Context: an optimization exercise on an open-source flow, tuned for small area and a short achievable clock period. The choices shown serve that exercise and are no tape-out recipe.
At most, simulation tests tie the RTL to the original design; equivalence was not proved.
Only the layout flow was run in runs 2 to 5; the RTL was not checked for function there.

**flow/run.sh**
```bash
#!/bin/bash
# synth_recipe.tcl (not shown) runs the flow's synth.tcl, then flattens the netlist and writes it again
# the make line also repeats each setting of config.mk as NAME=value (left out here)
make -C /OpenROAD-flow-scripts/flow DESIGN_CONFIG=/design/flow/config.mk WORK_HOME=/design/flow/orfs CLKGATE_MAP_FILE= SYNTH_SCRIPT=/design/flow/synth_recipe.tcl finish
```
**flow/design.v**
```verilog
module hybrid_pwm_sd_2ndorder #(parameter signalwidth=16)
(
	input clk,
	input reset_n,
	input [signalwidth-1:0] d,
	output q
);
reg q_reg;
wire [signalwidth-1:0] infiltered;
reg infilterena;
iirfilter # (.signalwidth(signalwidth),.cbits(2)) inputfilter
(
	.clk(clk),
	.reset_n(reset_n),
	.ena(infilterena),
	.d(d),
	.q(infiltered)
);
wire [signalwidth-1:0] outfiltered;
reg outfilterena;
iirfilter # (.signalwidth(signalwidth),.cbits(7),.immediate(1)) outputfilter
(
	.clk(clk),
	.reset_n(reset_n),
	.ena(1'b1),
	.d(q_comb ? {signalwidth{1'b1}} : {signalwidth{1'b0}}),
	.q(outfiltered)
);
reg [signalwidth-1:0] inprev;
reg [signalwidth+1:0] sigma;
reg [signalwidth+1:0] sigma2;
wire [signalwidth+1:0] sigmanext;
assign sigmanext = sigma + {2'b0,infiltered} - {2'b0,outfiltered};
reg [6:0] pwmcounter;
wire [6:0] pwmthreshold;
assign pwmthreshold = sigma2[signalwidth+1:signalwidth-5];
wire q_comb;
assign q_comb = pwmthreshold[6] ? infiltered[signalwidth-1] : (pwmcounter<pwmthreshold ? 1'b1 : 1'b0);
assign q=q_comb;
always @(posedge clk,negedge reset_n)
begin
	if(!reset_n) begin
		sigma<={signalwidth+2{1'b0}};
		sigma2<={signalwidth+2{1'b0}};
		pwmcounter<=7'b111110;
		infilterena<=1'b0;
	end else begin
		infilterena<=1'b0;
		if(pwmcounter==pwmthreshold)
			q_reg<=1'b0;
		if(pwmcounter==7'b11111)  
		begin
			inprev<=infiltered;
			infilterena<=1'b1;
			sigma<=sigmanext;
			sigma2<=sigmanext+{7'b0010000,sigma2[signalwidth-6:0]};
			if(sigma2[signalwidth+1]==1'b1)
				q_reg<=1'b0;
			else
				q_reg<=1'b1;
		end
		pwmcounter[6:5]<=2'b0;
		pwmcounter[4:0]<=pwmcounter[4:0]+5'b1;
	end
end
endmodule
module iirfilter # 
(
	parameter signalwidth = 16,
	parameter cbits = 5,	 
	parameter immediate = 0
)
(
	input clk,
	input reset_n,
	input ena,
	input [signalwidth-1:0] d,
	output [signalwidth-1:0] q
);
reg [signalwidth+cbits-1:0] acc;
wire [signalwidth+cbits-1:0] acc_new;
wire [signalwidth+cbits:0] delta = {d,{cbits{1'b0}}} - acc;
assign acc_new = acc + {{cbits{delta[signalwidth+cbits]}},delta[signalwidth+cbits-1:cbits]};
always @(posedge clk, negedge reset_n)
begin
	if(!reset_n)
	begin
		acc[signalwidth+cbits-1:0]<={{signalwidth{1'b1}},{cbits{1'b0}}};  
	end
	else if(ena)
		acc <= acc_new;  
end
assign q=immediate ? acc_new[signalwidth+cbits-1:cbits] : acc[signalwidth+cbits-1:cbits];
endmodule
```
**flow/config.mk**
```make
export PLATFORM = sky130hd
export DESIGN_NAME = hybrid_pwm_sd_2ndorder
export DESIGN_NICKNAME = hybrid_pwm_sd_2ndorder
export VERILOG_FILES = /design/flow/design.v
export SDC_FILE = /design/flow/constraint.sdc
export NUM_CORES = 4
export LEC_CHECK = 0
export CAP_MARGIN = 20
export CORE_MARGIN = 2
export CORE_UTILIZATION = 40
export SLEW_MARGIN = 20
```
**flow/constraint.sdc**
```tcl
create_clock -name core_clock -period 11.0 [get_ports {clk}]
set_input_delay 2.2000 -clock core_clock [delete_from_list [all_inputs] [get_ports {clk}]]
set_output_delay 2.2000 -clock core_clock [all_outputs]
set_load 0.01 [all_outputs]
```
==> flow_metrics.tcl, run 1 <==
set metrics [dict create \
    outcome "no timing/DRC/antenna violations" \
    finalSetupViolCount 0 \
    wl_per_cell_um 14.1 \
    htree_levels 3 \
    yosysSeqAreaShare_pct 27.4 \
    cpPeakStageDelay_ns 0.57 \
    drive_above_1_share_pct 8.58 \
    synth-seq-cells 84 \
    crit_arrival_ns 9.50 \
    place_ws_ns 1.72 \
    design_area_um2 8640 \
    n_fill_cell 1930 \
    clock_skew_ns 0.00853 \
    synth_area_um2 7840 \
    setup_tns_ns 0 \
    cts_buffers 9 \
    relSlewSlack_pct 35.1 \
    hold_buffers 0 \
    vias 6108 \
    worst_pin_slew_ns 0.974 \
    cp_top_family "compound AO/OA/AOI/OAI gates" \
    grt_pass1_wl_um 29400 \
    fmax_mhz 108 \
    crit_fanout 17 \
    cts_tree "done" \
    dpl_cell_area_um2 8340 \
    final_max_slew_viol_count 0 \
    fp-row-count 51 \
    r2r_start "pwmcounter[1]$_DFF_PN1_" \
    cts_setup_buffers 0 \
    cpMostUsedCell "o21ai_0" \
    postSynth.asyncResetShare_pct 100 \
    drt_iter0_drc 219 \
    vias_per_cell 5.15 \
    port_buffers 18 \
    max-cap-violations 0 \
    setup_ws_ns 1.71 \
    yosysWarnings 3 \
    first_global_vias 6095 \
    period_share_pct 84.4 \
    critPathBufInv 1 \
    drt-total-wl_um 16700 \
    antenna_found_initial 0 \
    ioPinCount 19 \
    layout_common_cells "ha_1, inv_1, nand2_1" \
    period_minus_slack_ns 9.29 \
    end_kind "flop" \
    synth_nets 1040 \
    min_from "pwmcounter[0]$_DFF_PN0_" \
    cts_max_path_buffers 2 \
    ctsResizeCount 0 \
    dp_hpwl_um 13500 \
    finalNonFillerCells 1186 \
    numClockSinks 84 \
    path_class "flop to flop" \
    synth-edff-count 0 \
    fin_nets 1060 \
    synth_area_per_cell_um2 8.75 \
    drc 0 \
    final_hold_viol_count 0 \
    place_congestion 0.861 \
    clk_latency_ns 0.35 \
    crit_required_ns 11.21 \
    die_w_um 144 \
    place_inst 1170 \
    layout_commonest_cell "ha_1" \
    die_y_um 144 \
    rsz0062_at_grt "no" \
    start_util_pct 40.5 \
    worstSetupStartpointType "flop" \
    grt_start_max_net_pins 45 \
    cp-startpoint "pwmcounter[1]$_DFF_PN1_" \
    drt_pass1_iterations 4 \
    critPathSlowestCell "a22o_1" \
    grt_use_total_pct 18.0 \
    ys_types 67 \
    syn_inst 896 \
    cts_root_buf "clkbuf_16" \
    ant_nets 0 \
    areaGrowthSynthToFinish_pct 10.2 \
    gr-total-overflow 0 \
    diodes 0 \
    hold_path.class "flop to flop" \
    core_um2 19300 \
    ys.flop_type "dfrtp_1" \
    clk_pin_slew_ns 0.06 \
    die_area_um2 20700 \
]
-- flip-flops by register name (all words and copies together), names as in the netlist --
name	flops
inputfilter.acc	18
sigma	18
infilterena	1
sigma2	18
pwmcounter	6
outputfilter.acc	23
-- kinds of logic (layout without fill, tap and decap cells) --
| kind of cell | after synthesis | in the layout | share of synthesized area (%) |
|---|---|---|---|
| flops | 84 | 84 | 27.4 |
| compound gates | 248 | 248 | 20.4 |
| xor+xnor | 91 | 91 | 10.2 |
| other cells | 1 | 1 | 0.0479 |
| buf+inv | 113 | 138 | 5.41 |
| fa+ha+maj | 126 | 126 | 21.9 |
| simple gates | 229 | 229 | 14.1 |
| mux | 4 | 4 | 0.543 |
-- Yosys cell counts (6+ instances only) --
cell	n	area, µm²
ha_1	107	1340
inv_1	101	379
nand2_1	78	293
o21ai_0	75	375
xnor2_1	67	587
a21oi_1	66	330
nor2_1	50	188
dfrtp_1	47	1180
dfstp_2	37	972
xor2_1	24	210
a21o_1	21	158
fa_1	19	380
nor3_1	19	95.1
nand3_1	15	75.1
nand2b_1	13	81.3
nor2b_1	12	75.1
o21bai_1	12	90.1
a211oi_1	11	82.6
clkbuf_1	11	41.3
o21a_1	11	82.6
and3_1	8	50.1
nand4_1	7	43.8
or2_2	6	37.5
-- final cells by class --
cell class                 instances  area, µm²  area share (%)
multi-input combinational        699       5260            60.9
timing repair buffer              21        220            2.55
clock buffer                      12        246            2.85
inverter                         101        379            4.39
tap                              265        332            3.84
clock inverter                     4       48.8           0.565
sequential                        84       2150            24.9
-- metrics by stage --
| stage | util [%] | hold slack, ns |
|---|---|---|
| after floorplan | - | 0.434 |
| after global placement | 43.0 | 0.464 |
| after detailed placement | 43.2 | 0.472 |
| after CTS | 44.7 | 0.486 |
| after global routing | 44.7 | 0.517 |
| final | 44.7 | 0.474 |
-- layer usage --
layer  up-vias  part of all wire, %  GRT usage [%]
met5         -                    0              0
met4         0                  1.3           4.70
met3        15                  2.1           2.73
met2        56                   45           29.3
met1      2861                   51           25.0
li1       3176                    -              -
-- final timing paths --
kind	endpoint	slack, ns	depth (start not counted)
worst max-delay path	sigma2[17]$_DFFE_PN0P_	1.71	36
worst min-delay path	pwmcounter[0]$_DFF_PN0_	0.47	1
worst max register to register	sigma2[17]$_DFFE_PN0P_	1.71	36
worst min register to register	pwmcounter[0]$_DFF_PN0_	0.47	1
max in group asynchronous	pwmcounter[2]$_DFF_PN1_	8.18	2
min in group asynchronous	inputfilter.acc[1]$_DFFE_PN0P_	1.87	1
==> inputs of run 2 (changes only) <==
==> flow/design.v (replaced) <==
module hybrid_pwm_sd_2ndorder #(parameter signalwidth=16)
(
	input clk,
	input reset_n,
	input [signalwidth-1:0] d,
	output q
);
reg [4:0]  pc;        
reg        q_r;       
reg [22:0] r;         
reg [17:0] acc1;      
reg [17:0] sigma;
reg [17:0] sigma2;
wire [17:0] acc1_base = acc1 - {2'b0, acc1[17:2]} - {17'b0, |acc1[1:0]};
wire [17:0] acc1_new  = acc1_base + {2'b0, d};
wire [15:0] an_hi = r[22:7] + (q_r ? ((r[6:0] == 7'd0) ? 16'd511 : 16'd512) : 16'd0);
wire [17:0] sigma_new  = sigma + {2'b0, acc1[17:2]} - {2'b0, an_hi};
wire [17:0] sigma2_new = sigma_new + {7'b0010000, sigma2[10:0]};
wire last  = (pc == 5'd31);
wire first = (pc == 5'd0);
wire [6:0] th_next  = last ? sigma2_new[17:11] : sigma2[17:11];
wire       msb_next = first ? acc1_new[17] : acc1[17];
wire [4:0] pc_next  = pc + 5'd1;
wire       q_next   = th_next[6] ? msb_next : ({1'b0, pc_next} < th_next[5:0]);
wire [22:0] r_next = r + {7'h7f, ~r[22:7]} + (q_r ? 23'h00fdff : 23'h0)
                       + {22'b0, (r[6:0] < {6'b0, 1'b1} + {6'b0, q_r})};
always @(posedge clk, negedge reset_n)
begin
	if (!reset_n) begin
		pc     <= 5'd30;
		q_r    <= 1'b0;
		r      <= 23'h7eff81;
		acc1   <= 18'h3fffc;
		sigma  <= 18'd0;
		sigma2 <= 18'd0;
	end else begin
		pc  <= pc_next;
		q_r <= q_next;
		r   <= r_next;
		if (first)
			acc1 <= acc1_new;
		if (last) begin
			sigma  <= sigma_new;
			sigma2 <= sigma2_new;
		end
	end
end
assign q = q_r;
endmodule
==> run 2 against run 1 <==
Net effect: largest cell class unchanged; critical endpoint is now q_r$_DFF_PN0_; worst hold slack gained 0.016 ns; still clean; routed wire length down 6.5%; die area did not move; register-to-register slack improved by 1.7 ns.
==> flow_metrics.tcl, run 2 <==
set metrics [dict create \
    dpl_cell_area_um2 8330 \
    final_max_slew_viol_count 0 \
    cp-startpoint "r[5]$_DFF_PN0_" \
    synth-seq-cells 83 \
    cp-endpoint "q_r$_DFF_PN0_" \
    place_ws_ns 3.53 \
    synth_area_um2 7840 \
    hold_buffers 0 \
    met3_usage_pct 3.10 \
    diodes 0 \
    top_register "r" \
    cts_setup_buffers 0 \
    fmax_mhz 132 \
    die_area_um2 20700 \
    cts_root_buf "clkbuf_16" \
    postSynth.asyncResetShare_pct 100 \
    outcome "no timing/DRC/antenna violations" \
    place_congestion 0.825 \
    final_hold_viol_count 0 \
    rr_worst_depth 25 \
    gr-total-overflow 0 \
    crit_fanout 12 \
    drt-total-wl_um 15600 \
    r2r_start "r[5]$_DFF_PN0_" \
    drt_pass1_iterations 5 \
    end_kind "flop" \
    hold_path.class "flop to flop" \
    synth_top_cells_by_count "inv_1, ha_1, nand2_1, xnor2_1" \
    cpMostUsedCell "ha_1" \
    cts_buffers 9 \
    htree_levels 3 \
    regToRegSetupSlack_ns 3.45 \
    syn_inst 813 \
    areaGrowthSynthToFinish_pct 10.4 \
    antenna_found_initial 0 \
    cpPeakStageDelay_ns 0.72 \
    worst_pin_slew_ns 1.05 \
    ant_nets 0 \
    cts_max_path_buffers 2 \
    yosysWarnings 1 \
    first_global_vias 5554 \
    rsz0062_at_grt "no" \
    relSlewSlack_pct 29.8 \
    max-cap-violations 0 \
    r2r-end "q_r$_DFF_PN0_" \
    design_area_um2 8650 \
    finalSetupViolCount 0 \
    drt_iter0_drc 239 \
    worst_hold_slack_ns 0.490 \
    clk_latency_ns 0.35 \
    clk_pin_slew_ns 0.06 \
    grt_use_met2_pct 26.7 \
    dp_hpwl_um 12300 \
    synth-edff-count 0 \
    yosysSeqAreaShare_pct 27.1 \
    synth.area.top_cells "ha_1, dfrtp_1, fa_1, dfstp_2, xnor2_1" \
    port_buffers 18 \
    grt_start_max_net_pins 54 \
    wl_per_cell_um 14.2 \
    ctsResizeCount 0 \
    ys_types 65 \
    core_um2 19300 \
    die_y_um 144 \
    period_minus_slack_ns 7.55 \
    drive_above_1_share_pct 11.7 \
    synth_top_cell_area_share_pct 16.0 \
    yosysMostFrequentCell "inv_1" \
    yosysTopAreaCell "ha_1" \
    layout_commonest_cell "inv_1" \
    ys.flop_type "dfrtp_1" \
    worstSetupStartpointType "flop" \
    ioPinCount 19 \
    critPathSlowestCell "or4b_1" \
    clock_skew_ns 0.00628 \
    cts_tree "done" \
    fin_nets 1003 \
    grt_use_total_pct 16.6 \
    synth_area_per_cell_um2 9.64 \
    numClockSinks 83 \
    busiest_layer "met2" \
    vias_per_cell 5.03 \
    synth_nets 981 \
    die_w_um 144 \
    use_met1_pct 22.9 \
    start_util_pct 40.5 \
    largest_reg_flops 23 \
    drc 0 \
    n_fill_cell 1876 \
    path_class "flop to flop" \
    vias 5549 \
    crit_arrival_ns 7.78 \
    post-route-util_pct 44.7 \
    fp-row-count 51 \
    crit_required_ns 11.23 \
    grt_pass1_wl_um 27300 \
    layout_common_cells "inv_1, ha_1, nand2_1" \
    setup_tns_ns 0 \
    period_share_pct 68.6 \
    setup_ws_ns 3.45 \
]
-- run 2: cell families after synthesis --
kind of cell | Yosys count | synth area share [%]
flops | 83 | 27.1
fa+ha+maj | 150 | 28.7
mux | 24 | 3.40
buf+inv | 118 | 5.65
compound gates | 185 | 15.2
simple gates | 177 | 11.1
xor+xnor | 76 | 8.88
-- run 2: area by class of cell --
class | count | area, µm² | area share (%)
Multi-Input combinational cell | 612 | 5280 | 61.0
Sequential cell | 83 | 2120 | 24.5
Inverter | 109 | 409 | 4.73
Tap cell | 265 | 332 | 3.83
Clock buffer | 10 | 239 | 2.76
Timing Repair Buffer | 20 | 193 | 2.23
Clock inverter | 5 | 77.6 | 0.897
-- run 2: worst max-delay path: cells and delay by family (launching register included) --
kind | cells | cell delay [ns]
flops | 1 | 0.39
mux | 1 | 0.28
compound gates | 6 | 0.95
fa+ha+maj | 5 | 1.71
xor+xnor | 4 | 0.68
simple gates | 9 | 3.38
-- run 2: worst min-delay path by stage --
stage	endpoint	slack, ns	start	cells after the start
2_1_floorplan	sigma2[11]$_DFFE_PN0N_	0.44	sigma2[11]$_DFFE_PN0N_	2
3_3_place_gp	sigma2[11]$_DFFE_PN0N_	0.48	sigma2[11]$_DFFE_PN0N_	2
3_5_place_dp	pc[0]$_DFF_PN0_	0.48	pc[0]$_DFF_PN0_	1
4_1_cts	pc[0]$_DFF_PN0_	0.49	pc[0]$_DFF_PN0_	1
5_1_grt	sigma2[16]$_DFFE_PN0N_	0.52	sigma2[16]$_DFFE_PN0N_	1
6_report	sigma2[11]$_DFFE_PN0N_	0.49	sigma2[11]$_DFFE_PN0N_	2
-- run 2: per-layer routing --
| metal | vias to the layer above | part of all wire, % |
|---|---|---|
| met5 | - | 0 |
| met3 | 18 | 2.7 |
| li1 | 2833 | - |
| met4 | 0 | 1.7 |
| met2 | 54 | 46 |
| met1 | 2644 | 50 |
-- run 2: stage by stage --
stage	instances
final	1104
after global routing	1104
after CTS	1104
after detailed placement	1089
after global placement	1089
after floorplan	813
==> inputs of run 3 (changes only) <==
==> flow/design.v (replaced) <==
module hybrid_pwm_sd_2ndorder #(parameter signalwidth=16)
(
	input clk,
	input reset_n,
	input [signalwidth-1:0] d,
	output q
);
reg [4:0]  pc;        
reg        q_r;       
reg [22:0] r;         
reg [17:0] acc1;      
reg        m;         
reg [15:0] dreg;      
reg [6:0]  th;        
reg [17:0] s2;        
reg [10:0] ep;        
wire last  = (pc == 5'd31);
wire first = (pc == 5'd0);
wire pre   = (pc == 5'd30);
wire st1   = (pc == 5'd1);
wire st2   = (pc == 5'd2);
wire st3   = (pc == 5'd3);
wire st4   = (pc == 5'd4);
wire [16:0] lo_sum = {1'b0, acc1[15:0]} + {1'b0, d};
wire m_new = acc1[17] ^ (acc1[16] & lo_sum[16]);
wire [17:0] a_op  = st1 ? {2'b0, dreg} : ~{2'b0, acc1[17:2]};
wire        a_cin = ~st1 & ~|acc1[1:0];
wire [17:0] acc1_sum = acc1 + a_op + {17'b0, a_cin};
wire [17:0] s_op = last ? ~{2'b0, r[22:7]} :
                   st1  ? ~{7'b0, ep} :
                   st2  ?  {7'b0, ep} :
                           {2'b0, acc1[17:2]};
wire        s_cin = last | st1;
wire [17:0] s2_sum = s2 + s_op + {17'b0, s_cin};
wire [4:0] pc_next = pc + 5'd1;
wire       q_gen   = th[6] ? m : ({1'b0, pc_next} < th[5:0]);
wire       q_last  = s2_sum[17] ? m : (s2_sum[16:11] != 6'd0);
wire       q_first = th[6] ? m_new : (th[5:1] != 5'd0);
wire       q_next  = last ? q_last : first ? q_first : q_gen;
wire f = q_r & ~last;
wire p = q_gen & pre;
wire [22:0] r_next = r + {7'h7f, ~r[22:7]} + (f ? 23'h00fdff : 23'h0) + (p ? 23'h00ffff : 23'h0)
                       + {22'b0, (r[6:0] < {6'b0, 1'b1} + {6'b0, f})};
always @(posedge clk)
	dreg <= d;
always @(posedge clk, negedge reset_n)
begin
	if (!reset_n) begin
		pc   <= 5'd30;
		q_r  <= 1'b0;
		r    <= 23'h7eff81;
		acc1 <= 18'h2fffd;
		m    <= 1'b1;
		th   <= 7'd0;
		s2   <= 18'h17fff;
		ep   <= 11'd0;
	end else begin
		pc  <= pc_next;
		q_r <= q_next;
		r   <= r_next;
		if (first)
			m <= m_new;
		if (st1 | st4)
			acc1 <= acc1_sum;
		if (last | st1 | st2 | st3)
			s2 <= s2_sum;
		if (last)
			th <= s2_sum[17:11];
		if (st1)
			ep <= s2[10:0];
	end
end
assign q = q_r;
endmodule
==> run 3 against run 2 <==
Net effect: first-iteration DRC count decreased by 1.3%; cell count up 1.4%; routed wire length rose by 5.2%; synthesized area is 0.97% lower; clock skew rose by 0.0037 ns; critical endpoint is now r[21]$_DFF_PN1_.
==> flow_metrics.tcl, run 3 <==
set metrics [dict create \
    crit_arrival_ns 6.25 \
    setup_tns_ns 0 \
    synth.area.top_cells "dfstp_2, ha_1, dfrtp_1, fa_1, a21oi_1" \
    design_area_um2 8520 \
    fp-row-count 50 \
    post-route-util_pct 45.1 \
    setup_ws_ns 5.04 \
    fin_nets 993 \
    relSlewSlack_pct 36.1 \
    cts_buffers 9 \
    final_max_slew_viol_count 0 \
    die_w_um 143 \
    largest_reg_flops 23 \
    gr-total-overflow 0 \
    max-cap-violations 0 \
    vias 5757 \
    numClockSinks 100 \
    cts_max_path_buffers 2 \
    cts_tree "done" \
    areaGrowthSynthToFinish_pct 9.79 \
    port_buffers 18 \
    layout_commonest_cell "a21oi_1" \
    worstSetupStartpointType "flop" \
    drt-total-wl_um 16500 \
    ys_types 65 \
    clock_skew_ns 0.00997 \
    synth_top_cell_area_share_pct 17.9 \
    hold_path.class "flop to flop" \
    synth_area_um2 7760 \
    drive_above_1_share_pct 12.5 \
    grt_start_max_net_pins 60 \
    period_share_pct 54.2 \
    yosysMostFrequentCell "a21oi_1" \
    cts_setup_buffers 0 \
    synth-seq-cells 100 \
    rsz0062_at_grt "no" \
    first_global_vias 5769 \
    end_kind "flop" \
    crit_fanout 15 \
    clk_pin_slew_ns 0.07 \
    dpl_cell_area_um2 8230 \
    worst_pin_slew_ns 0.957 \
    cts_root_buf "clkbuf_16" \
    path_class "flop to flop" \
    syn_inst 840 \
    reg_top3 "r x23, acc1 x18, s2 x18" \
    synth_nets 979 \
    start_util_pct 41.1 \
    synth_area_per_cell_um2 9.24 \
    regToRegSetupSlack_ns 5.04 \
    ant_nets 0 \
    diodes 0 \
    drc 0 \
    hold_buffers 0 \
    top_register "r" \
    postSynth.asyncResetShare_pct 84.0 \
    place_congestion 0.840 \
    htree_levels 3 \
    clk_latency_ns 0.37 \
    dp_hpwl_um 12500 \
    yosysSeqAreaShare_pct 32.1 \
    final_hold_viol_count 0 \
    yosysTopAreaCell "dfstp_2" \
    wl_per_cell_um 14.7 \
    fmax_mhz 168 \
    core_um2 18900 \
    layout_common_cells "a21oi_1, ha_1, inv_1" \
    vias_per_cell 5.14 \
    crit_required_ns 11.29 \
    grt_pass1_wl_um 28500 \
    drt_pass1_iterations 4 \
    ioPinCount 19 \
    synth-edff-count 0 \
    finalSetupViolCount 0 \
    place_ws_ns 5.00 \
    ys.flop_type "dfstp_2" \
    drt_iter0_drc 236 \
    outcome "no timing/DRC/antenna violations" \
    synth_top_cells_by_count "a21oi_1, ha_1, inv_1, nand2_1, nor2_1" \
    die_area_um2 20500 \
    period_minus_slack_ns 5.96 \
    die_y_um 143 \
    yosysWarnings 1 \
    antenna_found_initial 0 \
    grt_use_total_pct 17.5 \
    ctsResizeCount 0 \
    worst_hold_slack_ns 0.481 \
]
[run 3: kinds of logic after synthesis]
| logic type | count (synthesis) | synth area share, % |
|---|---|---|
| simple gates | 228 | 13.9 |
| buf+inv | 101 | 4.95 |
| mux | 16 | 2.24 |
| fa+ha+maj | 121 | 23.0 |
| xor+xnor | 45 | 5.27 |
| flops | 100 | 32.1 |
| compound gates | 229 | 18.6 |
[run 3: worst paths after layout]
check                           cells past startpoint                 end               start
worst min-delay path                                2  s2[14]$_DFFE_PN1P_  s2[14]$_DFFE_PN1P_
max in group asynchronous                           2     r[16]$_DFF_PN0_             reset_n
worst max register to register                     23     r[21]$_DFF_PN1_     pc[1]$_DFF_PN1_
worst max-delay path                               23     r[21]$_DFF_PN1_     pc[1]$_DFF_PN1_
worst min register to register                      2  s2[14]$_DFFE_PN1P_  s2[14]$_DFFE_PN1P_
min in group asynchronous                           1   ep[3]$_DFFE_PN0P_             reset_n
[run 3: area by class of cell]
cell class | count | area, µm²
clock buffer | 9 | 225
sequential | 100 | 2490
inverter | 80 | 300
multi-input combinational | 639 | 4890
clock inverter | 7 | 65.1
timing repair buffer | 24 | 223
tap | 260 | 325
fill | 1878 | 10400
[run 3: stage by stage]
stage          cells
3_3_place_gp    1103
6_report        1119
4_1_cts         1119
2_1_floorplan    840
3_5_place_dp    1103
5_1_grt         1119
[run 3: routing by layer]
| metal | share of wire (%) | up-vias | routed length (µm) | track usage, % |
|---|---|---|---|---|
| li1 | - | 2978 | - | - |
| met1 | 50 | 2723 | 8200 | 23.6 |
| met2 | 47 | 47 | 7750 | 28.9 |
| met3 | 2.1 | 9 | 348 | 3.62 |
| met4 | 1.0 | 0 | 164 | 3.97 |
| met5 | 0 | - | 0 | 0 |
[run 3: worst max-delay path, cell delays in order (launching register included)]
cell	delay, ns
dfstp_2	0.56
inv_1	0.07
ha_1	0.29
ha_1	0.27
a21boi_0	0.12
o21a_1	0.18
o21ai_0	0.15
nand2b_1	0.07
a21oi_1	0.15
o31a_1	0.15
nand3_1	0.19
inv_1	0.79
fa_1	0.55
ha_1	0.25
fa_1	0.41
a21oi_1	0.22
o211ai_1	0.16
a31oi_1	0.21
a21oi_1	0.18
a41o_1	0.30
nor3_1	0.20
o21bai_1	0.11
a21oi_1	0.18
xnor2_1	0.13
==> inputs of run 4 (changes only) <==
==> flow/design.v (replaced) <==
module hybrid_pwm_sd_2ndorder #(parameter signalwidth=16)
(
	input clk,
	input reset_n,
	input [signalwidth-1:0] d,
	output q
);
reg [4:0]  pc;        
reg        q_r;       
reg [22:0] w;         
reg [17:0] acc1;      
reg        m;         
reg [15:0] dreg;      
reg [6:0]  th;        
reg [17:0] s2;        
reg [10:0] ep;        
wire st30 = (pc == 5'd30);
wire st31 = (pc == 5'd31);
wire st0  = (pc == 5'd0);
wire st1  = (pc == 5'd1);
wire st2  = (pc == 5'd2);
wire st3  = (pc == 5'd3);
wire st4  = (pc == 5'd4);
wire st5  = (pc == 5'd5);
wire [16:0] lo_sum = {1'b0, acc1[15:0]} + {1'b0, d};
wire m_new = acc1[17] ^ (acc1[16] & lo_sum[16]);
wire q31 = th[6] ? m : th[5];
wire use_acc = st1 | st5;
wire inv = st31 | st2 | st5;
wire [17:0] b_sel = st31 ? {2'b0, w[22:7]} :
                    st30 ? {{9{q31}}, 9'b0} :
                    st1  ? {2'b0, dreg} :
                    (st2 | st3) ? {7'b0, ep} :
                    {2'b0, acc1[17:2]};
wire [17:0] b_op = b_sel ^ {18{inv}};
wire [17:0] a_op = use_acc ? acc1 : s2;
wire cin = st30 | st2 | (st31 & (q_r | ~&w[6:0])) | (st5 & ~|acc1[1:0]);
wire [17:0] sum = a_op + b_op + {17'b0, cin};
wire [4:0] pc_next = pc + 5'd1;
wire q_gen   = th[6] ? m : ({1'b0, pc_next} < th[5:0]);
wire q_last  = sum[17] ? m : (sum[16:11] != 6'd0);
wire q_first = th[6] ? m_new : (th[5:1] != 5'd0);
wire q_next  = st31 ? q_last : st0 ? q_first : q_gen;
wire [22:0] w_next = w + {7'h7f, ~w[22:7]} + (q_r ? 23'h00fe00 : 23'h0)
                       + {22'b0, q_r ? (w[6:0] == 7'd0) : 1'b1};
always @(posedge clk)
	dreg <= d;
always @(posedge clk, negedge reset_n)
begin
	if (!reset_n) begin
		pc   <= 5'd30;
		q_r  <= 1'b0;
		w    <= 23'h7f0000;
		acc1 <= 18'h2fffd;
		m    <= 1'b1;
		th   <= 7'd0;
		s2   <= 18'h17fff;
		ep   <= 11'd0;
	end else begin
		pc  <= pc_next;
		q_r <= q_next;
		w   <= w_next;
		if (st0)
			m <= m_new;
		if (use_acc)
			acc1 <= sum;
		if (st30 | st31 | st2 | st3 | st4)
			s2 <= sum;
		if (st31)
			th <= sum[17:11];
		if (st2)
			ep <= s2[10:0];
	end
end
assign q = q_r;
endmodule
==> run 4 against run 3 <==
Net effect: cell area down 13%; synthesized cell count down 20%; routed wire length down 5.3%; critical path type unchanged; maximum frequency up 10%.
==> flow_metrics.tcl, run 4 <==
set metrics [dict create \
    die_w_um 134 \
    worst_pin_slew_ns 0.982 \
    synth-edff-count 0 \
    clk_latency_ns 0.35 \
    finalSetupViolCount 0 \
    synth-seq-cells 100 \
    synth_top_cells_by_count "ha_1, nand2_1, o21ai_0, dfstp_2, mux2_2" \
    grt_use_total_pct 18.5 \
    crit_required_ns 11.23 \
    max-cap-violations 0 \
    synth_area_um2 6750 \
    vias 4986 \
    vias_per_cell 5.46 \
    setup_tns_ns 0 \
    path_cells "inv_1 > ha_1 > or3b_2 > buf_4 > nor2_2 > o21ai_0 > a22oi_1 > xnor2_1 > fa_1 > inv_1 > fa_1 > nor2b_1 > o31ai_1 > a211o_1 > a21oi_1 > o21a_1 > o22ai_1 > nor4_1 > a211oi_2" \
    clock_skew_ns 0.00701 \
    drt_iter0_drc 167 \
    ioPinCount 19 \
    layout_commonest_cell "ha_1" \
    synth_area_per_cell_um2 10.0 \
    clk_pin_slew_ns 0.06 \
    yosysSeqAreaShare_pct 36.7 \
    cts_setup_buffers 0 \
    ys.flop_type "dfstp_2" \
    cts_root_buf "clkbuf_16" \
    ctsResizeCount 0 \
    worstSetupStartpointType "flop" \
    yosysMostFrequentCell "ha_1" \
    hold_buffers 0 \
    dp_hpwl_um 11700 \
    grt_start_max_net_pins 54 \
    period_minus_slack_ns 5.41 \
    core_um2 16500 \
    place_congestion 0.831 \
    worst_hold_slack_ns 0.477 \
    fmax_mhz 185 \
    regToRegSetupSlack_ns 5.59 \
    die_y_um 134 \
    relSlewSlack_pct 34.5 \
    largest_reg_flops 23 \
    final_max_slew_viol_count 0 \
    wl_per_cell_um 17.1 \
    syn_inst 675 \
    rsz0062_at_grt "no" \
    cpPeakStageDelay_ns 0.81 \
    ant_nets 0 \
    yosysTopAreaCell "dfstp_2" \
    drt-total-wl_um 15600 \
    fin_nets 786 \
    cts_max_path_buffers 2 \
    yosysWarnings 1 \
    synth_top_cell_area_share_pct 17.1 \
    critPathSlowestCell "nor2_2" \
    antenna_found_initial 0 \
    port_buffers 18 \
    crit_arrival_ns 5.63 \
    numClockSinks 100 \
    htree_levels 3 \
    start_util_pct 40.9 \
    final_hold_viol_count 0 \
    gr-total-overflow 0 \
    first_global_vias 5026 \
    diodes 0 \
    n_fill_cell 1522 \
    top_register "w" \
    hold_path.class "flop to flop" \
    period_share_pct 49.1 \
    reg_top3 "w x23, acc1 x18, s2 x18" \
    crit_fanout 53 \
    areaGrowthSynthToFinish_pct 10.4 \
    postSynth.asyncResetShare_pct 84.0 \
    drive_above_1_share_pct 16.6 \
    synth_nets 773 \
    outcome "no timing/DRC/antenna violations" \
    drt_pass1_iterations 4 \
    cts_buffers 9 \
    layout_common_cells "ha_1, nand2_1, o21ai_0" \
    path_class "flop to flop" \
    ys_types 59 \
    fp-row-count 47 \
    die_area_um2 17900 \
    end_kind "flop" \
    synth.area.top_cells "dfstp_2, dfrtp_1, ha_1, mux2_2, dfxtp_1" \
    grt_pass1_wl_um 26000 \
    cts_tree "done" \
    drc 0 \
]
[run 4: cell count changes in the layout (fill, tap and decap cells not counted), sizes merged, moves of 24 or more]
cell,delta
fa,-25
nor2,-34
inv,-46
nand2,-24
mux2,+31
a21oi,-51
[run 4: cell families after synthesis]
kind of cell / after synthesis / share of synthesized area (%)
multiplexers: 58 / 9.37
flip-flops: 100 / 36.7
buffers and inverters: 60 / 3.50
XOR/XNOR: 50 / 6.69
AO/OA/AOI/OAI: 181 / 17.3
adder cells (fa/ha/maj): 80 / 16.0
AND/OR/NAND/NOR: 146 / 10.4
[run 4: area by class of cell]
| class | count | area (µm²) | share of cell area (%) |
|---|---|---|---|
| multi-input cells | 515 | 4060 | 54.5 |
| flip-flops and latches | 100 | 2480 | 33.2 |
| clock buffers | 15 | 278 | 3.73 |
| well taps | 220 | 275 | 3.69 |
| repair buffers | 22 | 208 | 2.79 |
| inverters | 40 | 150 | 2.01 |
| clock inverters | 1 | 5.00 | 0.0671 |
[run 4: per-stage QoR]
step / setup slack, ns / utilization, % / std cells / cell area (µm²)
final: 5.59 / 45.1 / 913 / 7450
after global routing: 5.06 / 45.1 / 913 / 7450
after CTS: 5.50 / 45.1 / 913 / 7450
after detailed placement: 5.51 / 43.4 / 897 / 7170
after global placement: 5.70 / 43.4 / 897 / 7170
after floorplan: 6.63 / - / 675 / 6750
[run 4: layer usage]
layer	up-vias	GRT usage [%]	routed length, µm
li1	2469	-	-
met1	2398	24.9	7410
met4	0	7.15	399
met2	98	30.4	7320
met5	-	0	0
met3	21	2.57	452
[run 4: worst max-delay path, delay by kind of cell, from the launching register on]
| family | cells | cell delay, ns |
|---|---|---|
| AND/OR/NAND/NOR | 4 | 1.85 |
| XOR/XNOR | 1 | 0.18 |
| adder cells (fa/ha/maj) | 3 | 0.77 |
| flip-flops | 1 | 0.38 |
| buffers and inverters | 3 | 0.45 |
| AO/OA/AOI/OAI | 8 | 1.63 |
[run 4: worst paths after layout]
path	startpoint	end	cells past startpoint
max reg2reg	pc[1]$_DFF_PN1_	q_r$_DFF_PN0_	19
min in group asynchronous	reset_n	s2[15]$_DFFE_PN0P_	1
min	s2[12]$_DFFE_PN1P_	s2[12]$_DFFE_PN1P_	2
min reg2reg	s2[12]$_DFFE_PN1P_	s2[12]$_DFFE_PN1P_	2
max	pc[1]$_DFF_PN1_	q_r$_DFF_PN0_	19
max in group asynchronous	reset_n	ep[0]$_DFFE_PN0N_	2
==> inputs of run 5 (changes only) <==
==> flow/flow/run.sh (new file) <==
#!/bin/bash
# Standard ORFS layout (standard.sh), with timing repair asked to leave
# extra setup margin so that the layout runs well faster than the clock.
set -euo pipefail
bash standard.sh SETUP_SLACK_MARGIN=7.5 finish > flow_make.log 2>&1
==> flow/standard.sh (new file) <==
#!/bin/bash
# synth_recipe.tcl (not shown) runs the flow's synth.tcl, then flattens the netlist and writes it again
# the make line also repeats each setting of config.mk as NAME=value (left out here)
make -C /OpenROAD-flow-scripts/flow DESIGN_CONFIG=/design/flow/config.mk WORK_HOME=/design/flow/orfs CLKGATE_MAP_FILE= SYNTH_SCRIPT=/design/flow/synth_recipe.tcl "${@:-finish}"
removed: flow/run.sh
==> run 5 against run 4 <==
Net effect: first-iteration DRC count is 63% higher; global-route usage is 2.2 points higher; flip-flop and latch count is the same; cell area up 13%; sequential share of layout area down 3.8 points; still clean; non-clock buffer count rose by 40.
==> flow_metrics.tcl, run 5 <==
set metrics [dict create \
    synth-seq-cells 100 \
    yosysSeqAreaShare_pct 36.7 \
    grt_pass1_wl_um 28700 \
    postSynth.asyncResetShare_pct 84.0 \
    diodes 0 \
    drt-total-wl_um 17700 \
    port_buffers 18 \
    ant_nets 0 \
    worstSetupStartpointType "flop" \
    grt_use_total_pct 20.7 \
    reg_top3 "w x23, acc1 x18, s2 x18" \
    first_global_vias 5553 \
    drc 0 \
    ioPinCount 19 \
    syn_inst 675 \
    vias_per_cell 5.56 \
    end_kind "flop" \
    yosysWarnings 1 \
    antenna_found_initial 0 \
    yosysTopAreaCell "dfstp_2" \
    outcome "no timing/DRC/antenna violations" \
    wl_per_cell_um 18.5 \
    period_share_pct 37.0 \
    hold_path.class "flop to flop" \
    synth_area_um2 6750 \
    critPathSlowestCell "dfstp_2" \
    cts_max_path_buffers 2 \
    wl_met2_um 8330 \
    setup_tns_ns 0 \
    clock_skew_ns 0.0146 \
    yosysMostFrequentCell "ha_1" \
    path_cells "inv_2 > ha_2 > or3b_4 > buf_12 > nor2_4 > buf_4 > nand2_1 > o21ai_1 > a22oi_1 > xnor2_1 > ha_1 > o21a_1 > o31ai_4 > a211o_1 > a21oi_2 > o21a_1 > o211ai_1 > buf_4 > mux2_2" \
    max-cap-violations 0 \
    gr-total-overflow 0 \
    synth_area_per_cell_um2 10.0 \
    path_class "flop to flop" \
    final_max_slew_viol_count 0 \
    synth.area.top_cells "dfstp_2, dfrtp_1, ha_1, mux2_2, dfxtp_1" \
    die_area_um2 17900 \
    grt_start_max_net_pins 53 \
    crit_arrival_ns 4.32 \
    dp_hpwl_um 12100 \
    drt_iter0_drc 273 \
    cts_root_buf "clkbuf_16" \
    top_layer_used "met4" \
    place_congestion 0.839 \
    htree_levels 3 \
    cpPeakStageDelay_ns 0.39 \
    synth_top_cells_by_count "ha_1, nand2_1, o21ai_0, dfstp_2, mux2_2" \
    rsz0062_at_grt "yes" \
    cts_tree "done" \
    hold_buffers 0 \
    ys.flop_type "dfstp_2" \
    fmax_mhz 246 \
    die_y_um 134 \
    layout_common_cells "nand2_1, ha_1, dfstp_2" \
    vias 5301 \
    cp_top_family "compound AO/OA/AOI/OAI gates" \
    finalSetupViolCount 0 \
    period_minus_slack_ns 4.06 \
    met1_length_um 8010 \
    worst_pin_slew_ns 0.700 \
    core_um2 16500 \
    dr_wl_met3_um 542 \
    die_w_um 134 \
    largest_reg_flops 23 \
    synth_top_cell_area_share_pct 17.1 \
    final_hold_viol_count 0 \
    crit_fanout 6 \
    ys_types 59 \
    critPathBufInv 4 \
    cts_buffers 9 \
    clk_pin_slew_ns 0.07 \
    relSlewSlack_pct 53.4 \
    drive_above_1_share_pct 33.1 \
    start_util_pct 40.9 \
    synth-edff-count 0 \
    areaGrowthSynthToFinish_pct 25.0 \
    synth_nets 773 \
    drt_pass1_iterations 4 \
    fp-row-count 47 \
    clk_latency_ns 0.37 \
    numClockSinks 100 \
    top_register "w" \
    fin_nets 827 \
    crit_required_ns 11.26 \
]
[run 5: cell counts after synthesis]
Identical to the previous run, type by type.
[run 5: per-layer routing]
metal  vias up  GRT usage, %
li1       2562             -
met1      2603          26.4
met2        97          33.5
met3        39          2.91
met4         0          12.4
met5         -             0
[run 5: worst min-delay path: cells and delay by family, from the launching register on]
family / cells / cell delay [ns]
AOI/OAI and AO/OA: 1 / 0.05
DFF: 1 / 0.37
and+or+nand+nor: 1 / 0.04
[run 5: stage by stage]
step / util (%) / instances / setup slack (ns) / area, µm² / hold slack [ns]
CTS: 50.6 / 952 / 6.98 / 8360 / 0.471
floorplan: - / 675 / 7.07 / 6910 / 0.440
finish: 51.1 / 954 / 6.94 / 8440 / 0.465
global placement: 44.1 / 897 / 6.00 / 7290 / 0.450
global route: 51.1 / 954 / 6.73 / 8440 / 0.496
detailed placement: 44.1 / 897 / 5.93 / 7290 / 0.462
[run 5: logic make-up after synthesis]
| family | after synthesis | synth area share, % |
|---|---|---|
| AO/OA/AOI/OAI | 181 | 17.3 |
| XOR/XNOR | 50 | 6.69 |
| adder cells (fa/ha/maj) | 80 | 16.0 |
| buffers and inverters | 60 | 3.50 |
| flip-flops | 100 | 36.7 |
| multiplexers | 58 | 9.37 |
| AND/OR/NAND/NOR | 146 | 10.4 |
[run 5: final cells by class]
cell class                      count  area (µm²)
Fill cell                        1433        8080
Multi-Input combinational cell    516        4610
Sequential cell                   100        2480
Timing Repair Buffer               62         612
Tap cell                          220         275
Clock buffer                       10         250
Inverter                           40         150
Clock inverter                      6        61.3
[run 5: worst paths after layout]
check | from | end | slack [ns] | cells past startpoint
setup / recovery | pc[1]$_DFF_PN1_ | acc1[16]$_DFFE_PN0P_ | 6.94 | 19
hold / removal | s2[13]$_DFFE_PN1P_ | s2[13]$_DFFE_PN1P_ | 0.47 | 2
setup reg to reg | pc[1]$_DFF_PN1_ | acc1[16]$_DFFE_PN0P_ | 6.94 | 19
hold reg to reg | s2[13]$_DFFE_PN1P_ | s2[13]$_DFFE_PN1P_ | 0.47 | 2
max in group asynchronous | reset_n | ep[2]$_DFFE_PN0N_ | 8.18 | 2
min in group asynchronous | reset_n | acc1[16]$_DFFE_PN0P_ | 1.78 | 1
[run 5: repair_timing]
action | 4_1_cts | 5_1_grt
pin swaps | 41 | 19
setup endpoints to repair | 52 | 38
resized for setup | 104 | 37
gates cloned | 4 | 0
buffers inserted | 35 | 2
==> inputs of run 6 (changes only) <==
==> flow/design.v (replaced) <==
module hybrid_pwm_sd_2ndorder #(parameter signalwidth=16)
(
	input clk,
	input reset_n,
	input [signalwidth-1:0] d,
	output q
);
reg [4:0]  pc;        
reg        q_r;       
reg [22:0] w;         
reg [17:0] acc1;      
reg        m;         
reg [15:0] dreg;      
reg [6:0]  th;        
reg [17:0] s2;        
reg [10:0] ep;        
reg        f30, f31, f0, f1, f2, f3, f4, f5;    
wire [16:0] lo_sum = {1'b0, acc1[15:0]} + {1'b0, d};
wire c16 = lo_sum[16];
wire q31 = th[6] ? m : th[5];
wire [17:0] b_oth = ({18{f30}} & {{9{q31}}, 9'b0})
                  | ({18{f1}} & {2'b0, dreg})
                  | ({18{f2 | f3}} & ({7'b0, ep} ^ {18{f2}}))
                  | ({18{f4 | f5}} & ({2'b0, acc1[17:2]} ^ {18{f5}}));
wire [17:0] b_op = f31 ? ~{2'b0, w[22:7]} : b_oth;
wire [17:0] a_op = (f1 | f5) ? acc1 : s2;
wire cin = f30 | f2 | (f31 & (q_r | ~&w[6:0])) | (f5 & ~|acc1[1:0]);
wire [17:0] sum = a_op + b_op + {17'b0, cin};
wire [4:0] pc_next = pc + 5'd1;
wire q_gen   = th[6] ? m : ({1'b0, pc_next} < th[5:0]);
wire q_last  = sum[17] ? m : (sum[16:11] != 6'd0);
wire q_oth   = f31 ? q_last : f0 ? (th[5:1] != 5'd0) : q_gen;
wire sel_m   = f0 & th[6];
wire q_c1    = sel_m ? (acc1[17] ^ acc1[16]) : q_oth;
wire q_c0    = sel_m ? acc1[17] : q_oth;
wire q_next  = c16 ? q_c1 : q_c0;
wire m_new   = c16 ? (acc1[17] ^ acc1[16]) : acc1[17];
wire [22:0] w_next = w + {7'h7f, ~w[22:7]} + (q_r ? 23'h00fe00 : 23'h0)
                       + {22'b0, q_r ? (w[6:0] == 7'd0) : 1'b1};
always @(posedge clk)
	dreg <= d;
always @(posedge clk, negedge reset_n)
begin
	if (!reset_n) begin
		pc   <= 5'd30;
		q_r  <= 1'b0;
		w    <= 23'h7f0000;
		acc1 <= 18'h2fffd;
		m    <= 1'b1;
		th   <= 7'd0;
		s2   <= 18'h17fff;
		ep   <= 11'd0;
		{f30, f31, f0, f1, f2, f3, f4, f5} <= 8'b10000000;
	end else begin
		pc  <= pc_next;
		q_r <= q_next;
		w   <= w_next;
		{f30, f31, f0, f1, f2, f3, f4, f5} <= {pc == 5'd29, f30, f31, f0, f1, f2, f3, f4};
		if (f0)
			m <= m_new;
		if (f1 | f5)
			acc1 <= sum;
		if (f30 | f31 | f2 | f3 | f4)
			s2 <= sum;
		if (f31)
			th <= sum[17:11];
		if (f2)
			ep <= s2[10:0];
	end
end
assign q = q_r;
endmodule
==> flow/run.sh (new file) <==
#!/bin/bash
# synth_recipe.tcl (not shown) runs the flow's synth.tcl, then flattens the netlist and writes it again
# the make line also repeats each setting of config.mk as NAME=value (left out here)
make -C /OpenROAD-flow-scripts/flow DESIGN_CONFIG=/design/flow/config.mk WORK_HOME=/design/flow/orfs CLKGATE_MAP_FILE= SYNTH_SCRIPT=/design/flow/synth_recipe.tcl finish
removed: flow/flow/run.sh
removed: flow/standard.sh
==> run 6 against run 5 <==
Net effect: synthesized area rose by 4.0%; utilization decreased by 6.3 points; highest routed layer unchanged; still clean; largest cell class unchanged; critical path type unchanged; via count grew 0.47%; first-iteration DRC count grew 1.8%; maximum frequency is 17% lower; cell area is 8.5% lower; non-clock buffer count shrank 40; routed wire length fell by 2.3%; critical endpoint is now q_r$_DFF_PN0_.
==> flow_metrics.tcl, run 6 <==
set metrics [dict create \
    fin_nets 826 \
    synth_area_um2 7020 \
    core_um2 17200 \
    rr_worst_depth 15 \
    gr-total-overflow 0 \
    cts_root_buf "clkbuf_16" \
    met3_usage_pct 4.15 \
    die_w_um 136 \
    synth_area_per_cell_um2 9.74 \
    die_y_um 136 \
    outcome "no timing/DRC/antenna violations" \
    grt_use_total_pct 19.9 \
    diodes 0 \
    use_met1_pct 27.1 \
    clk_latency_ns 0.36 \
    fp-row-count 48 \
    worst_hold_slack_ns 0.429 \
    cpPeakStageDelay_ns 0.78 \
    wl_per_cell_um 18.0 \
    yosysSeqAreaShare_pct 38.2 \
    finalSetupViolCount 0 \
    regToRegSetupSlack_ns 6.09 \
    crit_fanout 22 \
    synth.area.top_cells "dfstp_2, dfrtp_1, ha_1, mux2_2, a21oi_1" \
    end_kind "flop" \
    crit_arrival_ns 5.13 \
    first_global_vias 5420 \
    largest_reg_flops 23 \
    final_hold_viol_count 0 \
    drt-total-wl_um 17300 \
    busiest_layer "met2" \
    vias 5326 \
    grt_use_met2_pct 32.1 \
    setup_ws_ns 6.09 \
    synth_top_cells_by_count "ha_1, a21oi_1, nor2_1, inv_1, mux2_2" \
    clock_skew_ns 0.00558 \
    n_fill_cell 1631 \
    relSlewSlack_pct 35.5 \
    die_area_um2 18600 \
    synth_nets 816 \
    ys.flop_type "dfrtp_1" \
    place_ws_ns 6.20 \
    synth_top_cell_area_share_pct 16.8 \
    path_cells "nand2b_1 > a21oi_1 > a2111oi_0 > a21oi_1 > fa_1 > inv_1 > fa_1 > nor2b_1 > o31a_1 > o21bai_1 > a2111oi_0 > a311oi_1 > nand3_1 > nor4_1 > a31oi_1" \
    fmax_mhz 204 \
    yosysTopAreaCell "dfstp_2" \
    r2r_start "f5$_DFF_PN0_" \
    ys_types 66 \
    drive_above_1_share_pct 17.3 \
    layout_commonest_cell "ha_1" \
    reg_top3 "w x23, acc1 x18, s2 x18" \
    hold_buffers 0 \
    dp_hpwl_um 13000 \
    clk_pin_slew_ns 0.07 \
    areaGrowthSynthToFinish_pct 9.98 \
    cp-startpoint "f5$_DFF_PN0_" \
    worstSetupStartpointType "flop" \
    final_max_slew_viol_count 0 \
    vias_per_cell 5.54 \
    start_util_pct 40.7 \
    critPathBufInv 1 \
    drc 0 \
    hold_path.class "flop to flop" \
    cp-endpoint "q_r$_DFF_PN0_" \
    grt_start_max_net_pins 63 \
    crit_cells 15 \
    antenna_found_initial 0 \
    layout_common_cells "ha_1, a21oi_1, inv_1, nor2_1, mux2_2" \
    numClockSinks 108 \
    place_inst 945 \
    postSynth.asyncResetShare_pct 85.2 \
    cts_max_path_buffers 2 \
    max-cap-violations 0 \
    cts_tree "done" \
    port_buffers 18 \
    grt_pass1_wl_um 28500 \
    top_register "w" \
    period_minus_slack_ns 4.91 \
    synth-seq-cells 108 \
    syn_inst 721 \
    critPathSlowestCell "dfrtp_1" \
    yosysWarnings 1 \
    ctsResizeCount 0 \
    rsz0062_at_grt "no" \
    cts_setup_buffers 0 \
    synth-edff-count 0 \
    crit_required_ns 11.22 \
    setup_tns_ns 0 \
    regArea_um2 2680 \
    multi_input_area_um2 4040 \
    ant_nets 0 \
    period_share_pct 44.6 \
    yosysMostFrequentCell "ha_1" \
    finalNonFillerCells 961 \
    worst_pin_slew_ns 0.967 \
    r2r-end "q_r$_DFF_PN0_" \
    place_congestion 0.903 \
    path_class "flop to flop" \
    drt_pass1_iterations 5 \
    htree_levels 3 \
    drt_iter0_drc 278 \
    ioPinCount 19 \
    cts_buffers 9 \
    cp_top_family "compound AO/OA/AOI/OAI gates" \
]
## run 6: cells by family (layout without fill, tap and decap cells)
family	Yosys count	after routing	share of synthesized area, %
buffers and inverters	81	96	4.37
adder cells (fa/ha/maj)	77	77	14.9
AO/OA/AOI/OAI	201	201	18.6
AND/OR/NAND/NOR	169	169	11.5
multiplexers	54	54	8.59
XOR/XNOR	31	31	3.87
flip-flops	108	108	38.2
## run 6: worst min path at each step
stage	from	endpoint	slack, ns	depth (start not counted)
after floorplan	f1$_DFF_PN0_	f2$_DFF_PN0_	0.35	0
after global placement	f4$_DFF_PN0_	f5$_DFF_PN0_	0.42	0
after detailed placement	f4$_DFF_PN0_	f5$_DFF_PN0_	0.41	0
after CTS	f3$_DFF_PN0_	f4$_DFF_PN0_	0.43	0
after global routing	f4$_DFF_PN0_	f5$_DFF_PN0_	0.45	0
final	f3$_DFF_PN0_	f4$_DFF_PN0_	0.43	0
## run 6: layout make-up
type,count,share of cell area [%]
clock inverters,5,0.551
multi-input cells,532,52.3
inverters,58,2.82
flip-flops and latches,108,34.7
clock buffers,11,3.27
well taps,225,3.65
repair buffers,22,2.69
## run 6: layer usage
| metal | up-vias | wire length, µm |
|---|---|---|
| met1 | 2587 | 8010 |
| met5 | - | 0 |
| met4 | 0 | 240 |
| met2 | 127 | 8110 |
| met3 | 20 | 891 |
| li1 | 2592 | - |
## run 6: per-stage QoR
step / util, % / instance area (µm²)
after floorplan: - / 7020
after global placement: 43.1 / 7430
after detailed placement: 43.1 / 7430
after CTS: 44.8 / 7720
after global routing: 44.8 / 7720
final: 44.8 / 7720
==> inputs of run 7 (changes only) <==
==> flow/flow/run.sh (new file) <==
#!/bin/bash
# Standard ORFS layout (standard.sh), with timing repair asked to leave
# extra setup margin so that the layout runs well faster than the clock.
set -euo pipefail
bash standard.sh SETUP_SLACK_MARGIN=7.0 finish > flow_make.log 2>&1
==> flow/standard.sh (new file) <==
#!/bin/bash
# synth_recipe.tcl (not shown) runs the flow's synth.tcl, then flattens the netlist and writes it again
# the make line also repeats each setting of config.mk as NAME=value (left out here)
make -C /OpenROAD-flow-scripts/flow DESIGN_CONFIG=/design/flow/config.mk WORK_HOME=/design/flow/orfs CLKGATE_MAP_FILE= SYNTH_SCRIPT=/design/flow/synth_recipe.tcl "${@:-finish}"
removed: flow/run.sh
==> run 7 against run 6 <==
Net effect: first-iteration DRC count up 17%; via count up 0.56%; cell area up 2.1%; routed wire length up 1.6%; flip-flop and latch count unchanged; worst hold slack better by 0.015 ns.
==> flow_metrics.tcl, run 7 <==
set metrics [dict create \
    die_w_um 136 \
    die_area_um2 18600 \
    ys_types 66 \
    reg_top3 "w x23, acc1 x18, s2 x18" \
    grt_start_max_net_pins 63 \
    yosysWarnings 1 \
    fin_nets 835 \
    largest_reg_flops 23 \
    hold_buffers 0 \
    cts_max_path_buffers 2 \
    drive_above_1_share_pct 20.5 \
    yosysSeqAreaShare_pct 38.2 \
    regArea_um2 2690 \
    drt-total-wl_um 17500 \
    clock_skew_ns 0.00594 \
    drc 0 \
    max-cap-violations 0 \
    dp_hpwl_um 13000 \
    multi_input_area_um2 4120 \
    drt_pass1_iterations 4 \
    drt_iter0_drc 324 \
    port_buffers 18 \
    worst_pin_slew_ns 0.799 \
    worstSetupStartpointType "input port" \
    synth.area.top_cells "dfstp_2, dfrtp_1, ha_1, mux2_2, a21oi_1" \
    layout_commonest_cell "ha_1" \
    vias_per_cell 5.52 \
    crit_required_ns 11.28 \
    start_util_pct 40.7 \
    yosysMostFrequentCell "ha_1" \
    place_congestion 0.903 \
    hold_path.class "flop to flop" \
    synth_nets 816 \
    period_minus_slack_ns 3.95 \
    vias 5356 \
    path_class "input port to flop" \
    cts_root_buf "clkbuf_16" \
    syn_inst 721 \
    ant_nets 0 \
    dr_wl_met3_um 823 \
    wl_met2_um 8310 \
    final_hold_viol_count 0 \
    final_max_slew_viol_count 0 \
    setup_tns_ns 0 \
    synth_top_cells_by_count "ha_1, a21oi_1, nor2_1, inv_1, mux2_2" \
    post-route-util_pct 45.7 \
    first_global_vias 5467 \
    dpl_cell_area_um2 7430 \
    crit_fanout 2 \
    crit_arrival_ns 4.23 \
    regToRegSetupSlack_ns 7.14 \
    grt_pass1_wl_um 28700 \
    grt_use_total_pct 20.0 \
    gr-total-overflow 0 \
    layout_common_cells "ha_1, a21oi_1, nor2_1" \
    synth-seq-cells 108 \
    die_y_um 136 \
    clk_latency_ns 0.36 \
    wl_per_cell_um 18.1 \
    clk_pin_slew_ns 0.08 \
    synth_top_cell_area_share_pct 16.8 \
    diodes 0 \
    top_layer_used "met4" \
    top_register "w" \
    fp-row-count 48 \
    fmax_mhz 253 \
    synth_area_per_cell_um2 9.74 \
    period_share_pct 35.9 \
    end_kind "flop" \
    design_area_um2 7880 \
    postSynth.asyncResetShare_pct 85.2 \
    met1_length_um 8080 \
    ys.flop_type "dfrtp_1" \
    cts_tree "done" \
    rsz0062_at_grt "yes" \
    synth-edff-count 0 \
    areaGrowthSynthToFinish_pct 12.3 \
    n_fill_cell 1612 \
    outcome "no timing/DRC/antenna violations" \
    cts_buffers 9 \
    htree_levels 3 \
    relSlewSlack_pct 46.7 \
    synth_area_um2 7020 \
    ioPinCount 19 \
    finalSetupViolCount 0 \
    core_um2 17200 \
    yosysTopAreaCell "dfstp_2" \
    numClockSinks 108 \
    antenna_found_initial 0 \
]
==> run 7: cell counts after synthesis <==
Identical to the previous run, type by type.
==> run 7: worst paths after layout <==
path | startpoint | endpoint | depth (start not counted)
worst min-delay path | f30$_DFF_PN1_ | f31$_DFF_PN0_ | 0
worst max register to register | f5$_DFF_PN0_ | q_r$_DFF_PN0_ | 16
max in group asynchronous | reset_n | f5$_DFF_PN0_ | 2
min in group asynchronous | reset_n | acc1[1]$_DFFE_PN0P_ | 1
worst max-delay path | d[12] | q_r$_DFF_PN0_ | 9
worst min register to register | f30$_DFF_PN1_ | f31$_DFF_PN0_ | 0
==> run 7: timing repair <==
action                     in CTS  in global routing
pin swaps                       6                  5
setup buffers                   3                  6
setup endpoints to repair      28                 12
gates resized for setup        17                  9
==> run 7: layout make-up <==
type | count | area share [%]
Tap cell | 225 | 3.57
Clock buffer | 11 | 3.21
Timing Repair Buffer | 31 | 3.57
Inverter | 58 | 2.81
Multi-Input combinational cell | 532 | 52.2
Clock inverter | 5 | 0.540
Sequential cell | 108 | 34.1
==> run 7: worst max-delay path, cell delays in order <==
cell             delay [ns]
clkdlybuf4s50_1        0.48
ha_1                   0.22
or3_1                  0.34
a211oi_2               0.22
o21bai_1               0.11
a22oi_2                0.14
xnor2_1                0.16
o221ai_1               0.17
a31oi_1                0.18
==> run 7: through the flow <==
stage,setup slack [ns],cells,hold slack (ns)
final,7.05,970,0.444
after global routing,6.92,970,0.452
after CTS,7.01,964,0.447
after detailed placement,6.20,945,0.412
after global placement,6.41,945,0.418
after floorplan,7.25,721,0.349
==> run 7: cell families after synthesis <==
logic type	synth area share, %
AO/OA/AOI/OAI	18.6
AND/OR/NAND/NOR	11.5
flip-flops	38.2
buffers and inverters	4.37
adder cells (fa/ha/maj)	14.9
multiplexers	8.59
XOR/XNOR	3.87
==> run 7: layer usage <==
layer / track usage [%] / vias up
li1: - / 2616
met1: 27.1 / 2610
met2: 32.3 / 108
met3: 4.15 / 22
met4: 5.73 / 0
met5: 0 / -
==> inputs of run 8 (changes only) <==
--- a/flow/flow/run.sh
+++ b/flow/flow/run.sh
@@ -4,2 +4,2 @@
 set -euo pipefail
-bash standard.sh SETUP_SLACK_MARGIN=7.0 finish > flow_make.log 2>&1
+bash standard.sh SETUP_SLACK_MARGIN=8.0 finish > flow_make.log 2>&1
==> run 8 against run 7 <==
Net effect: synthesized area is the same; worst hold slack gained 0.032 ns; global-route usage up 2.0 points; clock skew is 0.0076 ns higher; cell count is 5.7% higher; via count grew 8.3%; die area stayed put; non-clock buffer count grew 54; critical path depth grew 1; worst setup slack better by 0.32 ns; utilization rose by 8.3 points; critical path type unchanged.
==> flow_metrics.tcl, run 8 <==
set metrics [dict create \
    synth-seq-cells 108 \
    antenna_found_initial 0 \
    crit_fanout 2 \
    wl_per_cell_um 19.5 \
    rr_worst_depth 14 \
    vias 5801 \
    grt_pass1_wl_um 31100 \
    hold_path.class "flop to flop" \
    drc 0 \
    synth_area_um2 7020 \
    period_share_pct 33.0 \
    min_from "s2[16]$_DFFE_PN1P_" \
    fmax_mhz 276 \
    yosysSeqAreaShare_pct 38.2 \
    final_hold_viol_count 0 \
    port_buffers 18 \
    dpl_cell_area_um2 7620 \
    start_util_pct 40.7 \
    design_area_um2 9320 \
    vias_per_cell 5.66 \
    path_class "input port to flop" \
    cpPeakStageDelay_ns 0.23 \
    critPathSlowestCell "a211oi_2" \
    place_congestion 0.902 \
    regToRegSetupSlack_ns 7.48 \
    diodes 0 \
    synth_top_cell_area_share_pct 16.8 \
    first_global_vias 5912 \
    synth_area_per_cell_um2 9.74 \
    dp_hpwl_um 13000 \
    cp_top_family "compound AO/OA/AOI/OAI gates" \
    clk_latency_ns 0.36 \
    yosysTopAreaCell "dfstp_2" \
    clk_pin_slew_ns 0.07 \
    ioPinCount 19 \
    worst_pin_slew_ns 0.632 \
    critPathBufInv 1 \
    end_kind "flop" \
    fin_nets 890 \
    period_minus_slack_ns 3.62 \
    path_cells "buf_6 > ha_4 > a21o_1 > a21o_1 > a211oi_2 > o21bai_2 > a22oi_2 > xnor2_2 > o221ai_1 > a31oi_1" \
    yosysMostFrequentCell "ha_1" \
    r2r_start "w[4]$_DFF_PN0_" \
    die_area_um2 18600 \
    rsz0062_at_grt "yes" \
    syn_inst 721 \
    drive_above_1_share_pct 41.4 \
    cts_tree "done" \
    layout_common_cells "inv_1, nor2_1, dfstp_2" \
    post-route-util_pct 54.1 \
    drt_pass1_iterations 5 \
    cts_root_buf "clkbuf_16" \
    numClockSinks 108 \
    drt-total-wl_um 20000 \
    ys_types 66 \
    crit_required_ns 11.28 \
    gr-total-overflow 0 \
    core_um2 17200 \
    top_register "w" \
    outcome "no timing/DRC/antenna violations" \
    die_y_um 136 \
    synth_top_cells_by_count "ha_1, a21oi_1, nor2_1, inv_1, mux2_2" \
    final_max_slew_viol_count 0 \
    min_to "s2[16]$_DFFE_PN1P_" \
    grt_use_total_pct 22.0 \
    largest_reg_flops 23 \
    synth-edff-count 0 \
    htree_levels 3 \
    drt_iter0_drc 392 \
    reg_top3 "w x23, acc1 x18, s2 x18" \
    max-cap-violations 0 \
    clock_skew_ns 0.0135 \
    yosysWarnings 1 \
    die_w_um 136 \
    crit_arrival_ns 3.91 \
    hold_depth 2 \
    layout_commonest_cell "inv_1" \
    ant_nets 0 \
    postSynth.asyncResetShare_pct 85.2 \
    setup_tns_ns 0 \
    grt_start_max_net_pins 49 \
    r2r-end "q_r$_DFF_PN0_" \
    areaGrowthSynthToFinish_pct 32.8 \
    synth.area.top_cells "dfstp_2, dfrtp_1, ha_1, mux2_2, a21oi_1" \
    finalSetupViolCount 0 \
    relSlewSlack_pct 57.8 \
    ys.flop_type "dfrtp_1" \
    cts_max_path_buffers 2 \
    fp-row-count 48 \
    worstSetupStartpointType "input port" \
    cpMostUsedCell "a21o_1" \
    cts_buffers 9 \
    synth_nets 816 \
]
-- run 8: cell families after synthesis --
group                      synth area share, %
AOI/OAI and AO/OA                         18.6
xor gates and xnor gates                  3.87
adders and majority gates                 14.9
buffers and inverters                     4.37
DFF                                       38.2
muxes                                     8.59
and+or+nand+nor                           11.5
-- run 8: area by class of cell --
type / count / area, µm²
Timing Repair Buffer: 85 / 813
Multi-Input combinational cell: 533 / 5020
Fill cell: 1443 / 7910
Clock buffer: 12 / 246
Inverter: 58 / 221
Clock inverter: 4 / 48.8
Tap cell: 225 / 282
Sequential cell: 108 / 2690
-- run 8: timing repair --
action,CTS,global route
hold buffers,0,0
buffers inserted,46,16
pin swaps,44,44
endpoints found under the setup margin,56,95
cloned,2,0
gates resized for setup,155,74
hold endpoints to repair,0,0
-- run 8: worst max-delay path by stage --
stage / slack (ns) / to / start / cells past startpoint
5_1_grt: 7.29 / q_r$_DFF_PN0_ / d[9] / 10
4_1_cts: 7.43 / q_r$_DFF_PN0_ / d[1] / 10
2_1_floorplan: 7.36 / q_r$_DFF_PN0_ / d[12] / 8
3_3_place_gp: 6.44 / q_r$_DFF_PN0_ / d[1] / 10
3_5_place_dp: 6.45 / q_r$_DFF_PN0_ / d[1] / 10
6_report: 7.38 / q_r$_DFF_PN0_ / d[9] / 10
-- run 8: tightest hold or removal path: cells and delay by family (launching register included) --
| kind | cells | cell delay (ns) |
|---|---|---|
| compound gates | 1 | 0.05 |
| flops | 1 | 0.37 |
| simple gates | 1 | 0.05 |
-- run 8: metrics by stage --
step                cells  setup WS [ns]  hold slack (ns)
global route         1025           7.29            0.494
finish               1025           7.38            0.476
global placement      945           6.44            0.426
detailed placement    945           6.45            0.397
floorplan             721           7.36            0.349
CTS                  1009           7.43            0.475
-- run 8: metal layers --
metal  track usage (%)  vias to the layer above  wire, µm
met1              29.1                     2856      8760
met3              3.63                       49       951
met5                 0                        -         0
li1                  -                     2735         -
met4              11.0                        0       784
met2              34.9                      161      9520

[static timing again, ports no longer ideal]
The results above use ideal ports. As a check the final layouts listed here were re-extracted and re-timed, cells and wires unchanged.
Step 1 sets driving cells, clkbuf_16 on the clock port and buf_2 on the other inputs (assumed; they add their load-dependent delay and slew).
Step 2 times the ports against the registers' clock, not the clock port: input delays grow and output delays shrink by t, the midpoint of the rising clock arrivals with the driver on.
a / b / c = ideal / step 1 / step 2; a / b = the first two.
run | t, ns | slack for setup (ns) | hold slack, ns | clock arrival spread, ns
run 1 | 0.388 | 1.713 / 1.713 / 1.713 | 0.474 / 0.474 / 0.474 | 0.008 / 0.008
run 2 | 0.389 | 3.450 / 3.450 / 3.450 | 0.490 / 0.490 / 0.490 | 0.007 / 0.006
run 3 | 0.405 | 5.036 / 5.036 / 5.036 | 0.481 / 0.481 / 0.481 | 0.010 / 0.011
run 4 | 0.387 | 5.594 / 5.594 / 5.594 | 0.477 / 0.477 / 0.477 | 0.009 / 0.009
run 5 | 0.402 | 6.935 / 6.935 / 6.928 | 0.465 / 0.465 / 0.465 | 0.014 / 0.015
run 6 | 0.399 | 6.090 / 6.090 / 6.090 | 0.429 / 0.429 / 0.429 | 0.006 / 0.005
run 7 | 0.401 | 7.055 / 7.075 / 6.674 | 0.444 / 0.444 / 0.444 | 0.006 / 0.006
run 8 | 0.400 | 7.375 / 7.383 / 6.983 | 0.476 / 0.476 / 0.476 | 0.014 / 0.014
After both steps every run listed still meets setup and hold. For run 8, which loses most, drivers alone change the setup slack by +0.008 ns; drivers and shift together by -0.392 ns.
